Context: an optimization exercise on an open-source flow, tuned for small area. The choices shown serve that exercise and are no tape-out recipe.
Function was checked by simulation only, so behaviour that the tests miss may differ from the original.

==> design/flow/design.v <==
module sign_reg(key_value, out_sign);
	input      [3:0] key_value;
	output reg [2:0] out_sign;
 parameter add      =3'b000;
 parameter minus    =3'b001;
 parameter multiply =3'b010;
 parameter division =3'b011;
 parameter reset    =3'b100;
 parameter equal    =3'b101;
always @(*)begin
	case(key_value)
		4'd3 :	out_sign =  add;
		4'd7 :	out_sign =  minus;
		4'd11:	out_sign =  multiply;
		4'd12:	out_sign =  reset;
		4'd14:	out_sign =  equal;
		4'd15:	out_sign =  division;
		default: out_sign = 3'b111;
	endcase
end
endmodule
module number_reg(clk, rst, en, rest, key_value, out_d_number);
	input              clk;
	input              rst;
	input              en;
	input              rest;
	input      [3:0]   key_value;
	output reg [9:0]   out_d_number;
	reg        [9:0]   base;
	reg        [3:0]   digit;
	reg                is_digit;
always @(*) begin
	if (out_d_number/10'd100==10'd0) base = out_d_number;
	else                             base = out_d_number%10'd100;
	is_digit = 1'b1;
	digit    = 4'd0;
	case(key_value)
		4'd0:  digit = 4'd7;
		4'd1:  digit = 4'd8;
		4'd2:  digit = 4'd9;
		4'd4:  digit = 4'd4;
		4'd5:  digit = 4'd5;
		4'd6:  digit = 4'd6;
		4'd8:  digit = 4'd1;
		4'd9:  digit = 4'd2;
		4'd10: digit = 4'd3;
		4'd13: digit = 4'd0;
		default: is_digit = 1'b0;
	endcase
end
always @(posedge clk) begin
	if (rst)
		out_d_number <= 10'd0;
	else if (en) begin
		if (rest)
			out_d_number <= 10'd0;
		else if (is_digit)
			out_d_number <= base*10'd10 + {6'd0, digit};
	end
end
endmodule
module processor(clk, rst, en, number, sign, display_number, display_sign, rest);
	input             clk;
	input             rst;
	input             en;
	input      [9:0]  number;
	input      [2:0]  sign;
	output     [19:0] display_number;
	output reg [2:0]  display_sign;
	output            rest;
	reg        [9:0]  num_msk;
	reg        [2:0]  sign_flg;
	reg        [19:0] r_number;
	reg               countiue;
	wire       [19:0] lhs;
	reg        [19:0] result;
parameter add       =3'b000;
parameter minus     =3'b001;
parameter multiply  =3'b010;
parameter division  =3'b011;
parameter reset     =3'b100;
parameter equal     =3'b101;
assign display_number = countiue ? r_number : {10'd0,number};
assign rest = (sign[2] == 1'b0) || (sign == reset);
assign lhs  = countiue ? r_number : {10'd0,num_msk};
always @(*) begin
	case(sign_flg)
		add     : result = lhs + {10'd0,number};
		minus   : result = lhs - {10'd0,number};
		multiply: result = lhs * {10'd0,number};
		division: result = (number == 10'd0) ? 20'hfffff : lhs / {10'd0,number};
		default : result = r_number;
	endcase
end
always @(posedge clk) begin
	if (rst) begin
		display_sign <= 3'b111;
		sign_flg     <= 3'b111;
		num_msk      <= 10'd0;
		r_number     <= 20'd0;
		countiue     <= 1'b0;
	end
	else if (en) begin
		display_sign <= sign;
		case(sign)
			add, minus, multiply, division: begin
				sign_flg <= sign;
				num_msk  <= number;
			end
			reset: begin
				sign_flg <= reset;
				countiue <= 1'b0;
				r_number <= 20'd0;
			end
			equal: begin
				countiue <= 1'b1;
				r_number <= result;
			end
			default: ;
		endcase
	end
end
endmodule
module drive_tube(number, sign, seg);
	input       [19:0] number;
	input       [2:0]  sign;
	output reg  [47:0] seg;
	wire        [23:0] num_4_digit;
	reg         [3:0]  duan_statu [0:5];
	integer            k;
 parameter zero =8'b0011_1111;
 parameter one  =8'b0000_0110;
 parameter two  =8'b0101_1011;
 parameter three=8'b0100_1111;
 parameter four =8'b0110_0110;
 parameter five =8'b0110_1101;
 parameter six  =8'b0111_1101;
 parameter seven=8'b0000_0111;
 parameter eight=8'b0111_1111;
 parameter nine =8'b0110_1111;
 parameter add      =8'b0111_0000;
 parameter minus    =8'b0100_0000;
 parameter multiply =8'b0111_0110;
 parameter division =8'b0100_1001;
 parameter reset    =8'b0011_1111;
assign  num_4_digit[23:20]  = number/20'd100000;
assign  num_4_digit[19:16]  =(number%20'd100000)/20'd10000;
assign  num_4_digit[15:12]  =(number%20'd10000 )/20'd1000;
assign  num_4_digit[11:8]   =(number%20'd1000  )/20'd100;
assign  num_4_digit[7 :4]   =(number%20'd100   )/20'd10;
assign  num_4_digit[3 :0]   = number%20'd10;
function [7:0] digit_seg;
	input [3:0] d;
	case (d)
		4'd0: digit_seg = zero;
		4'd1: digit_seg = one;
		4'd2: digit_seg = two;
		4'd3: digit_seg = three;
		4'd4: digit_seg = four;
		4'd5: digit_seg = five;
		4'd6: digit_seg = six;
		4'd7: digit_seg = seven;
		4'd8: digit_seg = eight;
		4'd9: digit_seg = nine;
		default: digit_seg = 8'b0000_0000;
	endcase
endfunction
always @(*) begin
	duan_statu[0] = num_4_digit[3:0];
	duan_statu[1] = (number > 20'd9)     ? num_4_digit[7:4]   : 4'd10;
	duan_statu[2] = (number > 20'd99)    ? num_4_digit[11:8]  : 4'd10;
	duan_statu[3] = (number > 20'd999)   ? num_4_digit[15:12] : 4'd10;
	duan_statu[4] = (number > 20'd9999)  ? num_4_digit[19:16] : 4'd10;
	duan_statu[5] = (number > 20'd99999) ? num_4_digit[23:20] : 4'd10;
	seg = 48'd0;
	if (sign >= 3'b101) begin
		for (k = 0; k < 6; k = k + 1)
			seg[8*k +: 8] = digit_seg(duan_statu[k]);
	end
	else begin
		case (sign)
			3'b000: seg[7:0] = add;
			3'b001: seg[7:0] = minus;
			3'b010: seg[7:0] = multiply;
			3'b011: seg[7:0] = division;
			default: seg[7:0] = reset;
		endcase
	end
end
endmodule
module calc_core(clk, rst, key_valid, key_value, ready, seg);
	input         clk;
	input         rst;
	input         key_valid;
	input  [3:0]  key_value;
	output        ready;
	output [47:0] seg;
	wire          en;
	wire   [2:0]  sign;
	wire          rest;
	wire   [9:0]  number;
	wire   [19:0] display_number;
	wire   [2:0]  display_sign;
assign ready = 1'b1;
assign en    = key_valid & ready;
sign_reg   u_sign (.key_value(key_value), .out_sign(sign));
number_reg u_num  (.clk(clk), .rst(rst), .en(en), .rest(rest),
                   .key_value(key_value), .out_d_number(number));
processor  u_proc (.clk(clk), .rst(rst), .en(en), .number(number), .sign(sign),
                   .display_number(display_number), .display_sign(display_sign),
                   .rest(rest));
drive_tube u_tube (.number(display_number), .sign(display_sign), .seg(seg));
endmodule
==> design/flow/run.sh <==
#!/bin/bash
# synth_recipe.tcl (not shown) runs the flow's synth.tcl, then flattens the netlist and writes it again
# the make line also repeats each setting of config.mk as NAME=value (left out here)
make -C /OpenROAD-flow-scripts/flow DESIGN_CONFIG=/design/flow/config.mk WORK_HOME=/design/flow/orfs CLKGATE_MAP_FILE= SYNTH_SCRIPT=/design/flow/synth_recipe.tcl finish
==> design/flow/config.mk <==
export PLATFORM = sky130hd
export DESIGN_NAME = calc_core
export DESIGN_NICKNAME = calc_core
export VERILOG_FILES = /design/flow/design.v
export SDC_FILE = /design/flow/constraint.sdc
export NUM_CORES = 4
export LEC_CHECK = 0
export CAP_MARGIN = 20
export CORE_MARGIN = 2
export CORE_UTILIZATION = 40
export PLACE_DENSITY = 0.6
export SLEW_MARGIN = 20
==> design/flow/constraint.sdc <==
create_clock -name core_clock -period 60.0 [get_ports {clk}]
set_input_delay 12.0000 -clock core_clock [delete_from_list [all_inputs] [get_ports {clk}]]
set_output_delay 12.0000 -clock core_clock [all_outputs]
set_load 0.01 [all_outputs]
==> results_dict.tcl <==
set metrics [dict create \
    crit_path_start_kind "flop" \
    synthArstFlopShare_pct 0 \
    track_usage_pct 25.3 \
    yosysWarnings 5 \
    cts_buffers 5 \
    via_per_inst 6.27 \
    arrival_ns 49.42 \
    worst_slew_pin_slew_ns 1.07 \
    antenna_left 0 \
    vias 32700 \
    min_path_type "reg -> reg" \
    synth_top_area_cell "ha_1" \
    cts_root_buffer "clkbuf_16" \
    synth.top_cells.by_area "ha_1, fa_1, nand2_1, nor2_1, xnor2_1" \
    clock_latency_ns 0.32 \
    final_util_pct 42.4 \
    min_period_ns 49.21 \
    endpoint_kind "flop" \
    grt_pass1_vias 29800 \
    max_stage_delay_ns 0.72 \
    grt_pass1_wl_um 163000 \
    nets 4629 \
    clock_path_buffers 2 \
    placed_cell_area_um2 31500 \
    ys.flop_type "dfxtp_1" \
    n_fill_cell 7736 \
    path_delay_family "compound AO/OA/AOI/OAI gates" \
    syn_area_per_cell_um2 6.98 \
    cts_setup_buffers 0 \
    gp_congestion 0.955 \
    clk_pin_slew_ns 0.09 \
    crit_top_cell "o21a_1" \
    start_util_pct 40.5 \
    area_growth_pct 4.78 \
    holdWs_ns 0.460 \
    grt_max_degree 49 \
    place_hpwl_um 78000 \
    path_buf_inv 7 \
    cts_tree "yes" \
    first_iter_violations 2611 \
    synth_top_area_share_pct 10.9 \
    grt-ovfl-total 0 \
    synthDistinctLibCells 148 \
    drcViolationCount 0 \
    slew_headroom_pct 28.0 \
    synth_area_um2 30300 \
    fin_setup_tns_ns 0 \
    cp_slowest_cell "nor2_1" \
    synth_edf_count 0 \
    synth.yosys.seq_area_share_pct 3.11 \
    yosys_register_bits 47 \
    port_buffers 48 \
    skew_ns 0.0138 \
    outcome "no timing/DRC/antenna violations" \
    wirelength_um 102000 \
    core_um2 74700 \
    required_ns 60.21 \
    io_pins 56 \
    drt-wirelength-per-cell_um 19.5 \
    num_rows 100 \
    ctsHoldBuffers 0 \
    path_max_fanout 29 \
    hold_viol 0 \
    grt_setup_unrepaired "no" \
    crit_type "reg -> reg" \
    die_h_um 279 \
    drive_gt1_share_pct 8.06 \
    maxSlewViolCount 0 \
    cts_sinks 47 \
    cts_htree_levels 2 \
    drv_cap 0 \
    design_area_um2 31700 \
    die_x_um 279 \
    die_area_um2 77900 \
    clock.fmax_mhz 20.3 \
    netlist_instances 4337 \
    antenna_found_initial 2 \
    final-setup-viol-count 0 \
    ctsResizeCount 0 \
    first_pass_iters 6 \
    fin_crit_sh_pct 82.0 \
]
-- flip-flops by register name, indices dropped and copies added (netlist names) --
name and flops:
u_proc.sign_flg 3, u_proc.countiue 1, u_num.out_d_number 10, u_proc.num_msk 10, u_proc.r_number 20, u_proc.display_sign 3
-- layout by cell type (no fill, tap or decap), types with 105 or more instances in the layout --
cell,synthesis,final
ha_1,264,264
nand2_1,444,444
nor3_1,218,218
a21oi_1,295,295
nor2_1,414,414
o21a_1,141,141
xnor2_1,173,173
inv_1,199,199
o21ai_0,276,272
fa_1,105,105
-- final cells by class --
cell class	count	area, µm²	area share (%)
clock buffer	5	125	0.395
sequential	47	945	2.98
inverter	207	777	2.45
antenna	1	2.50	0.00789
clock inverter	3	26.3	0.0829
tap	969	1210	3.82
timing repair buffer	128	1080	3.39
multi-input combinational	3864	27500	86.9
-- per-stage QoR --
step	instances	worst slack, ns
finish	5224	10.79
floorplan	4343	14.28
detailed placement	5215	11.46
global placement	5215	12.68
global route	5223	6.55
CTS	5223	11.37
-- metal layers --
layer	wire, µm	GRT usage, %	vias to the layer above
li1	-	-	16000
met1	48600	36.5	15500
met2	44400	40.4	1111
met3	7010	2.64	141
met4	2100	5.24	0
met5	0	0	-
-- synth_stat cells (24+ instances only) --
master	number
a211o_1	24
a211oi_1	53
a21o_1	66
a21oi_1	295
a31oi_1	61
and2_1	81
and3_1	31
buf_2	34
clkbuf_1	139
dfxtp_1	47
fa_1	105
ha_1	264
inv_1	199
mux2_2	67
mux2i_1	64
nand2_1	444
nand2b_1	55
nand3_1	103
nand4_1	35
nor2_1	414
nor2b_1	28
nor3_1	218
nor4_1	32
o211ai_1	59
o21a_1	141
o21ai_0	276
o21ai_1	26
o22ai_1	27
o31ai_1	83
or2_2	38
or3_1	45
xnor2_1	173
xor2_1	39
-- cells by family after synthesis --
group	Yosys count	share of synthesized area, %
adder cells (fa/ha/maj)	390	18.6
multiplexers	134	4.81
flip-flops	47	3.11
AND/OR/NAND/NOR	1644	26.6
XOR/XNOR	215	6.30
other	2	0.0248
AO/OA/AOI/OAI	1473	34.4
buffers and inverters	432	6.18
-- worst paths after layout --
check / end / startpoint / cells after the start / slack, ns
worst min register to register: u_proc.num_msk[5]$_SDFFE_PP0P_ / u_proc.num_msk[5]$_SDFFE_PP0P_ / 2 / 0.46
worst min-delay path: u_proc.num_msk[5]$_SDFFE_PP0P_ / u_proc.num_msk[5]$_SDFFE_PP0P_ / 2 / 0.46
worst max register to register: u_proc.r_number[0]$_SDFFE_PP0P_ / u_proc.countiue$_SDFFE_PP0P_ / 227 / 10.79
worst max-delay path: u_proc.r_number[0]$_SDFFE_PP0P_ / u_proc.countiue$_SDFFE_PP0P_ / 227 / 10.79
-- tightest hold or removal path: cells and delay by family (launching register included) --
family	cells	cell delay (ns)
AOI/OAI and AO/OA	1	0.05
DFF	1	0.31
and+or+nand+nor	1	0.05

static timing again, ports no longer ideal:
Ports are ideal in the flow. The routed layout listed here was re-timed in OpenROAD.
Step 1 (the two cells are an assumption about what drives the block):
set clk [get_ports {clk}]
set_driving_cell -lib_cell sky130_fd_sc_hd__clkbuf_16 $clk
set_driving_cell -lib_cell sky130_fd_sc_hd__buf_2 [delete_from_list [all_inputs] $clk]
Step 2 moves the port delays by t, midway between the first and last clock arrival at a register: inputs arrive t later, outputs are due t later. That takes back most of the time a late clock gives input paths.
a / b / c = no drivers / after step 1 / after step 2; a / b = the first two.
t, ns: 0.367
slack for setup (ns): 10.793 / 10.793 / 10.793
hold WS [ns]: 0.460 / 0.460 / 0.460
clock arrival spread, ns: 0.014 / 0.014
worst slew at a driven data input, ns: 0.03
After both steps setup and hold are still met in this run. The setup slack of this run moves by 0.000 ns with the drivers and by 0.000 ns with both steps.
